Context: an optimization exercise on an open-source flow, tuned for small area, a short achievable clock period and few clock cycles per item. The choices shown serve that exercise and are no tape-out recipe. Only simulation tests tie the RTL to the original design; equivalence was not proved.

==> flow/design.v (excerpt) <==
module top_k_priority_queue #(
    parameter int K = 8,
    parameter int EMBEDDING_DIM = 2
) (
    input  logic                                    clk,
    input  logic                                    rst_n,
    input  logic                                    push,
    output logic                                    done,
    input  logic [31:0]                             similarity,
    input  logic [31:0]                             doc_index,
    input  logic [EMBEDDING_DIM-1:0][31:0]          vector,
    output logic [K-1:0][31:0]                      topk_similarities,
    output logic [K-1:0][31:0]                      topk_indices,
    output logic [K-1:0][EMBEDDING_DIM-1:0][31:0]   topk_vectors
);
Size in the first run: about 5,700 cells after synthesis, about 1,200 I/O pins.
==> module top_k_priority_queue, before the edit <==
module top_k_priority_queue #(
    parameter int K = 8,
    parameter int EMBEDDING_DIM = 2
) (
    input  logic                                    clk,
    input  logic                                    rst_n,
    input  logic                                    push,
    output logic                                    done,
    input  logic [31:0]                             similarity,
    input  logic [31:0]                             doc_index,
    input  logic [EMBEDDING_DIM-1:0][31:0]          vector,
    output logic [K-1:0][31:0]                      topk_similarities,
    output logic [K-1:0][31:0]                      topk_indices,
    output logic [K-1:0][EMBEDDING_DIM-1:0][31:0]   topk_vectors
);
    localparam int W = 64 + 32 * EMBEDDING_DIM;    
    logic [W-1:0] entry [K];
    logic [W-1:0] item;
    logic [K-1:0] above;        
    assign item  = {vector, doc_index, similarity};
    always_ff @(posedge clk or negedge rst_n) begin
        if (!rst_n) done <= 1'b0;
        else if (push) done <= 1'b1;
    end
    for (genvar i = 0; i < K; i++) begin : g_entry
        logic [W-1:0] nxt;
        topk_gt32 u_cmp (.a(similarity), .b(entry[i][31:0]), .gt(above[i]));
        for (genvar h = 0; h < 16; h++) begin : g_part
            localparam int L = h * (W / 16);
            logic sel_prev, sel_new, sel_hold;
            if (i == 0) begin : g_first
                topk_selgen u_gen (.push(push), .above(above[i]), .above_prev(1'b0),
                                   .sel_prev(sel_prev), .sel_new(sel_new), .sel_hold(sel_hold));
                topk_sel2 #(.W(W/16)) u_sel (
                    .sel_a(sel_new),  .a(item[L +: W/16]),
                    .sel_b(sel_hold), .b(entry[i][L +: W/16]),
                    .y(nxt[L +: W/16])
                );
            end else begin : g_rest
                topk_selgen u_gen (.push(push), .above(above[i]), .above_prev(above[i-1]),
                                   .sel_prev(sel_prev), .sel_new(sel_new), .sel_hold(sel_hold));
                topk_sel3 #(.W(W/16)) u_sel (
                    .sel_a(sel_prev), .a(entry[i-1][L +: W/16]),
                    .sel_b(sel_new),  .b(item[L +: W/16]),
                    .sel_c(sel_hold), .c(entry[i][L +: W/16]),
                    .y(nxt[L +: W/16])
                );
            end
        end
        always_ff @(posedge clk or negedge rst_n) begin
            if (!rst_n) entry[i] <= '0;
            else        entry[i] <= nxt;
        end
        assign topk_similarities[i] = entry[i][31:0];
        assign topk_indices[i]      = entry[i][63:32];
        assign topk_vectors[i]      = entry[i][W-1:64];
    end
endmodule
clock: 7.0 ns
lec_check: 0
cap_margin: 40
core_area: 5 5 355 355
cts_cluster_diameter: 70
cts_cluster_size: 40
die_area: 0 0 360 360
place_density: 0.55
setup_slack_margin: 3.9
slew_margin: 50
synth_hierarchical: 1
standard.sh (not shown) runs the stock make flow with config.mk's settings and CLKGATE_MAP_FILE= SYNTH_SCRIPT=/design/flow/synth_recipe.tcl, a recipe that flattens the netlist after the stock synthesis.
==> flow/flow/run.sh <==
#!/bin/bash
export BUFFER_PORTS_ARGS="-buffer_cell sky130_fd_sc_hd__buf_1"
bash standard.sh > standard.log 2>&1
Testbench counts at the start, summed over its fixed seeds: cycles 24,008, items 24,000.
Edit:
--- a/flow/design.v
+++ b/flow/design.v
@@ -25,27 +25,27 @@
     end
     for (genvar i = 0; i < K; i++) begin : g_entry
         logic [W-1:0] nxt;
         topk_gt32 u_cmp (.a(similarity), .b(entry[i][31:0]), .gt(above[i]));
-        for (genvar h = 0; h < 16; h++) begin : g_part
-            localparam int L = h * (W / 16);
+        for (genvar h = 0; h < 4; h++) begin : g_part
+            localparam int L = h * (W / 4);
             logic sel_prev, sel_new, sel_hold;
             if (i == 0) begin : g_first
                 topk_selgen u_gen (.push(push), .above(above[i]), .above_prev(1'b0),
                                    .sel_prev(sel_prev), .sel_new(sel_new), .sel_hold(sel_hold));
-                topk_sel2 #(.W(W/16)) u_sel (
-                    .sel_a(sel_new),  .a(item[L +: W/16]),
-                    .sel_b(sel_hold), .b(entry[i][L +: W/16]),
-                    .y(nxt[L +: W/16])
+                topk_sel2 #(.W(W/4)) u_sel (
+                    .sel_a(sel_new),  .a(item[L +: W/4]),
+                    .sel_b(sel_hold), .b(entry[i][L +: W/4]),
+                    .y(nxt[L +: W/4])
                 );
             end else begin : g_rest
                 topk_selgen u_gen (.push(push), .above(above[i]), .above_prev(above[i-1]),
                                    .sel_prev(sel_prev), .sel_new(sel_new), .sel_hold(sel_hold));
-                topk_sel3 #(.W(W/16)) u_sel (
-                    .sel_a(sel_prev), .a(entry[i-1][L +: W/16]),
-                    .sel_b(sel_new),  .b(item[L +: W/16]),
-                    .sel_c(sel_hold), .c(entry[i][L +: W/16]),
-                    .y(nxt[L +: W/16])
+                topk_sel3 #(.W(W/4)) u_sel (
+                    .sel_a(sel_prev), .a(entry[i-1][L +: W/4]),
+                    .sel_b(sel_new),  .b(item[L +: W/4]),
+                    .sel_c(sel_hold), .c(entry[i][L +: W/4]),
+                    .y(nxt[L +: W/4])
                 );
             end
         end
         always_ff @(posedge clk or negedge rst_n) begin
Effect: The changed run completed with no timing, DRC or antenna violations. Non-clock buffer count came out higher by 67. Hold slack got worse by 6.8 ps. Sequential cell count stays the same. Worst setup slack got worse by 69 ps. First-iteration DRC count came out higher by 16%. Critical path depth does not change.
Testbench counts after the change, summed over its fixed seeds: cycles 24,008, items 24,000.

========
The RTL this note starts from:
==> flow/design.v <==
`timescale 1ns / 1ps
module top_k_priority_queue #(
    parameter int K = 8,
    parameter int EMBEDDING_DIM = 2
) (
    input  logic                                    clk,
    input  logic                                    rst_n,
    input  logic                                    push,
    output logic                                    done,
    input  logic [31:0]                             similarity,
    input  logic [31:0]                             doc_index,
    input  logic [EMBEDDING_DIM-1:0][31:0]          vector,
    output logic [K-1:0][31:0]                      topk_similarities,
    output logic [K-1:0][31:0]                      topk_indices,
    output logic [K-1:0][EMBEDDING_DIM-1:0][31:0]   topk_vectors
);
    localparam int W = 64 + 32 * EMBEDDING_DIM;    
    logic [W-1:0] entry [K];
    logic [W-1:0] item;
    logic [K-1:0] above;        
    assign item  = {vector, doc_index, similarity};
    always_ff @(posedge clk or negedge rst_n) begin
        if (!rst_n) done <= 1'b0;
        else if (push) done <= 1'b1;
    end
    for (genvar i = 0; i < K; i++) begin : g_entry
        logic [W-1:0] nxt;
        topk_gt32 u_cmp (.a(similarity), .b(entry[i][31:0]), .gt(above[i]));
        for (genvar h = 0; h < 2; h++) begin : g_half
            localparam int L = h * (W / 2);
            logic sel_prev, sel_new, sel_hold;
            if (i == 0) begin : g_first
                topk_selgen u_gen (.push(push), .above(above[i]), .above_prev(1'b0),
                                   .sel_prev(sel_prev), .sel_new(sel_new), .sel_hold(sel_hold));
                topk_sel2 #(.W(W/2)) u_sel (
                    .sel_a(sel_new),  .a(item[L +: W/2]),
                    .sel_b(sel_hold), .b(entry[i][L +: W/2]),
                    .y(nxt[L +: W/2])
                );
            end else begin : g_rest
                topk_selgen u_gen (.push(push), .above(above[i]), .above_prev(above[i-1]),
                                   .sel_prev(sel_prev), .sel_new(sel_new), .sel_hold(sel_hold));
                topk_sel3 #(.W(W/2)) u_sel (
                    .sel_a(sel_prev), .a(entry[i-1][L +: W/2]),
                    .sel_b(sel_new),  .b(item[L +: W/2]),
                    .sel_c(sel_hold), .c(entry[i][L +: W/2]),
                    .y(nxt[L +: W/2])
                );
            end
        end
        always_ff @(posedge clk or negedge rst_n) begin
            if (!rst_n) entry[i] <= '0;
            else        entry[i] <= nxt;
        end
        assign topk_similarities[i] = entry[i][31:0];
        assign topk_indices[i]      = entry[i][63:32];
        assign topk_vectors[i]      = entry[i][W-1:64];
    end
endmodule
module topk_selgen (
    input  logic push,
    input  logic above,
    input  logic above_prev,
    output logic sel_prev,
    output logic sel_new,
    output logic sel_hold
);
    assign sel_prev = push && above_prev;
    assign sel_new  = push && above && !above_prev;
    assign sel_hold = !(push && above);
endmodule
module topk_sel3 #(
    parameter int W = 128
) (
    input  logic         sel_a,
    input  logic [W-1:0] a,
    input  logic         sel_b,
    input  logic [W-1:0] b,
    input  logic         sel_c,
    input  logic [W-1:0] c,
    output logic [W-1:0] y
);
    logic [W-1:0] ab_n, c_n;
    topk_aoi22 #(.W(W)) u_ab (.s0(sel_a), .d0(a), .s1(sel_b), .d1(b), .y_n(ab_n));
    topk_nand2 #(.W(W)) u_c  (.a({W{sel_c}}), .b(c), .y_n(c_n));
    topk_nand2 #(.W(W)) u_y  (.a(ab_n), .b(c_n), .y_n(y));
endmodule
module topk_aoi22 #(
    parameter int W = 128
) (
    input  logic         s0,
    input  logic [W-1:0] d0,
    input  logic         s1,
    input  logic [W-1:0] d1,
    output logic [W-1:0] y_n
);
    assign y_n = ~(({W{s0}} & d0) | ({W{s1}} & d1));
endmodule
module topk_nand2 #(
    parameter int W = 128
) (
    input  logic [W-1:0] a,
    input  logic [W-1:0] b,
    output logic [W-1:0] y_n
);
    assign y_n = ~(a & b);
endmodule
module topk_sel2 #(
    parameter int W = 128
) (
    input  logic         sel_a,
    input  logic [W-1:0] a,
    input  logic         sel_b,
    input  logic [W-1:0] b,
    output logic [W-1:0] y
);
    assign y = ({W{sel_a}} & a) | ({W{sel_b}} & b);
endmodule
module topk_gt32 (
    input  logic [31:0] a,
    input  logic [31:0] b,
    output logic        gt
);
    logic [31:0] b_n;
    logic [31:0] g0_n, e0_n;
    logic [15:0] g1, e1;
    logic [7:0]  g2_n, e2_n;
    logic [3:0]  g3, e3;
    logic [1:0]  g4_n, e4_n;
    assign b_n = ~b;
    topk_cmp_leaf_g u_l0_lsb (.a(a[0]), .b_n(b_n[0]), .g_n(g0_n[0]));
    assign e0_n[0] = 1'b0;
    for (genvar j = 1; j < 32; j++) begin : g_l0
        topk_cmp_leaf u (.a(a[j]), .b_n(b_n[j]), .g_n(g0_n[j]), .e_n(e0_n[j]));
    end
    topk_cmp_oai_g u_l1_lsb (.g_hi_n(g0_n[1]), .e_hi_n(e0_n[1]), .g_lo_n(g0_n[0]), .g(g1[0]));
    assign e1[0] = 1'b0;
    for (genvar j = 1; j < 16; j++) begin : g_l1
        topk_cmp_oai u (.g_hi_n(g0_n[2*j+1]), .e_hi_n(e0_n[2*j+1]),
                        .g_lo_n(g0_n[2*j]), .e_lo_n(e0_n[2*j]), .g(g1[j]), .e(e1[j]));
    end
    topk_cmp_aoi_g u_l2_lsb (.g_hi(g1[1]), .e_hi(e1[1]), .g_lo(g1[0]), .g_n(g2_n[0]));
    assign e2_n[0] = 1'b0;
    for (genvar j = 1; j < 8; j++) begin : g_l2
        topk_cmp_aoi u (.g_hi(g1[2*j+1]), .e_hi(e1[2*j+1]), .g_lo(g1[2*j]), .e_lo(e1[2*j]),
                        .g_n(g2_n[j]), .e_n(e2_n[j]));
    end
    topk_cmp_oai_g u_l3_lsb (.g_hi_n(g2_n[1]), .e_hi_n(e2_n[1]), .g_lo_n(g2_n[0]), .g(g3[0]));
    assign e3[0] = 1'b0;
    for (genvar j = 1; j < 4; j++) begin : g_l3
        topk_cmp_oai u (.g_hi_n(g2_n[2*j+1]), .e_hi_n(e2_n[2*j+1]),
                        .g_lo_n(g2_n[2*j]), .e_lo_n(e2_n[2*j]), .g(g3[j]), .e(e3[j]));
    end
    topk_cmp_aoi_g u_l4_lsb (.g_hi(g3[1]), .e_hi(e3[1]), .g_lo(g3[0]), .g_n(g4_n[0]));
    assign e4_n[0] = 1'b0;
    topk_cmp_aoi u_l4_msb (.g_hi(g3[3]), .e_hi(e3[3]), .g_lo(g3[2]), .e_lo(e3[2]),
                           .g_n(g4_n[1]), .e_n(e4_n[1]));
    assign gt = !(g4_n[1] && (e4_n[1] || g4_n[0]));
endmodule
module topk_cmp_leaf (
    input  logic a,
    input  logic b_n,
    output logic g_n,
    output logic e_n
);
    assign g_n = !(a && b_n);
    assign e_n = !(a || b_n);
endmodule
module topk_cmp_leaf_g (
    input  logic a,
    input  logic b_n,
    output logic g_n
);
    assign g_n = !(a && b_n);
endmodule
module topk_cmp_aoi_g (
    input  logic g_hi,
    input  logic e_hi,
    input  logic g_lo,
    output logic g_n
);
    assign g_n = !(g_hi || (e_hi && g_lo));
endmodule
module topk_cmp_oai_g (
    input  logic g_hi_n,
    input  logic e_hi_n,
    input  logic g_lo_n,
    output logic g
);
    assign g = !(g_hi_n && (e_hi_n || g_lo_n));
endmodule
module topk_cmp_aoi (
    input  logic g_hi,
    input  logic e_hi,
    input  logic g_lo,
    input  logic e_lo,
    output logic g_n,
    output logic e_n
);
    assign g_n = !(g_hi || (e_hi && g_lo));
    assign e_n = !(g_hi || (e_hi && e_lo));
endmodule
module topk_cmp_oai (
    input  logic g_hi_n,
    input  logic e_hi_n,
    input  logic g_lo_n,
    input  logic e_lo_n,
    output logic g,
    output logic e
);
    assign g = !(g_hi_n && (e_hi_n || g_lo_n));
    assign e = !(g_hi_n && (e_hi_n || e_lo_n));
endmodule
export LEC_CHECK = 0
export CAP_MARGIN = 40
export CORE_AREA = 5 5 355 355
export CTS_CLUSTER_DIAMETER = 70
export CTS_CLUSTER_SIZE = 40
export DIE_AREA = 0 0 360 360
export PLACE_DENSITY = 0.55
export SETUP_SLACK_MARGIN = 3.9
export SLEW_MARGIN = 50
export SYNTH_HIERARCHICAL = 1
create_clock -name core_clock -period 7.0 [get_ports {clk}]
Scripts as last shown in full above: flow/flow/run.sh
Testbench counts at the start, summed over its fixed seeds: cycles 24,008, items 24,000.
Next try:
--- a/flow/design.v
+++ b/flow/design.v
@@ -24,29 +24,29 @@
         else if (push) done <= 1'b1;
     end
     for (genvar i = 0; i < K; i++) begin : g_entry
         logic [W-1:0] nxt;
         topk_gt32 u_cmp (.a(similarity), .b(entry[i][31:0]), .gt(above[i]));
-        for (genvar h = 0; h < 2; h++) begin : g_half
-            localparam int L = h * (W / 2);
+        for (genvar h = 0; h < 8; h++) begin : g_part
+            localparam int L = h * (W / 8);
             logic sel_prev, sel_new, sel_hold;
             if (i == 0) begin : g_first
                 topk_selgen u_gen (.push(push), .above(above[i]), .above_prev(1'b0),
                                    .sel_prev(sel_prev), .sel_new(sel_new), .sel_hold(sel_hold));
-                topk_sel2 #(.W(W/2)) u_sel (
-                    .sel_a(sel_new),  .a(item[L +: W/2]),
-                    .sel_b(sel_hold), .b(entry[i][L +: W/2]),
-                    .y(nxt[L +: W/2])
+                topk_sel2 #(.W(W/8)) u_sel (
+                    .sel_a(sel_new),  .a(item[L +: W/8]),
+                    .sel_b(sel_hold), .b(entry[i][L +: W/8]),
+                    .y(nxt[L +: W/8])
                 );
             end else begin : g_rest
                 topk_selgen u_gen (.push(push), .above(above[i]), .above_prev(above[i-1]),
                                    .sel_prev(sel_prev), .sel_new(sel_new), .sel_hold(sel_hold));
-                topk_sel3 #(.W(W/2)) u_sel (
-                    .sel_a(sel_prev), .a(entry[i-1][L +: W/2]),
-                    .sel_b(sel_new),  .b(item[L +: W/2]),
-                    .sel_c(sel_hold), .c(entry[i][L +: W/2]),
-                    .y(nxt[L +: W/2])
+                topk_sel3 #(.W(W/8)) u_sel (
+                    .sel_a(sel_prev), .a(entry[i-1][L +: W/8]),
+                    .sel_b(sel_new),  .b(item[L +: W/8]),
+                    .sel_c(sel_hold), .c(entry[i][L +: W/8]),
+                    .y(nxt[L +: W/8])
                 );
             end
         end
         always_ff @(posedge clk or negedge rst_n) begin
             if (!rst_n) entry[i] <= '0;
Effect: Worst setup slack loses 0.038 ns; via count drops by a few percent; clock skew drops by 0.0097 ns; wire length drops by roughly a tenth; die area does not change; flip-flop and latch count stays the same; final cell count climbs slightly; final area climbs slightly.
Testbench counts after the change, summed over its fixed seeds: cycles 24,008, items 24,000.

-- what the ideal ports hide --
In the flow no input, the clock included, has a driving cell. The finished layouts below were timed again as built, in two steps.
Step 1 sets driving cells, clkbuf_16 on the clock port and buf_2 on the other inputs (assumed; they add their load-dependent delay and slew).
Step 2 also shifts input and output timing later by t, the mid clock arrival at the registers, as if the neighbouring blocks saw the same clock.
Slacks: no drivers / after step 1 / after step 2; pairs: no drivers / after step 1.
| run | shift t [ns] | setup slack, ns | hold WS [ns] | latest minus earliest clock arrival (ns) | worst data-port slew with drivers (ns) |
|---|---|---|---|---|---|
| the first run of note 1 | 0.763 | 3.922 / 3.816 / 3.053 | 0.475 / 0.475 / 0.475 | 0.042 / 0.042 | 0.20 |
| the second run of note 1 | 0.748 | 3.853 / 3.876 / 3.145 | 0.468 / 0.468 / 0.468 | 0.043 / 0.043 | 0.24 |
| the first run of note 2 | 0.766 | 3.898 / 3.888 / 3.123 | 0.469 / 0.469 / 0.469 | 0.061 / 0.061 | 0.25 |
| the second run of note 2 | 0.756 | 3.860 / 3.871 / 3.115 | 0.468 / 0.468 / 0.468 | 0.051 / 0.051 | 0.19 |
After both steps every run listed still meets setup and hold. For the first run of note 1, which loses most, drivers alone change the setup slack by -0.106 ns; drivers and shift together by -0.869 ns.
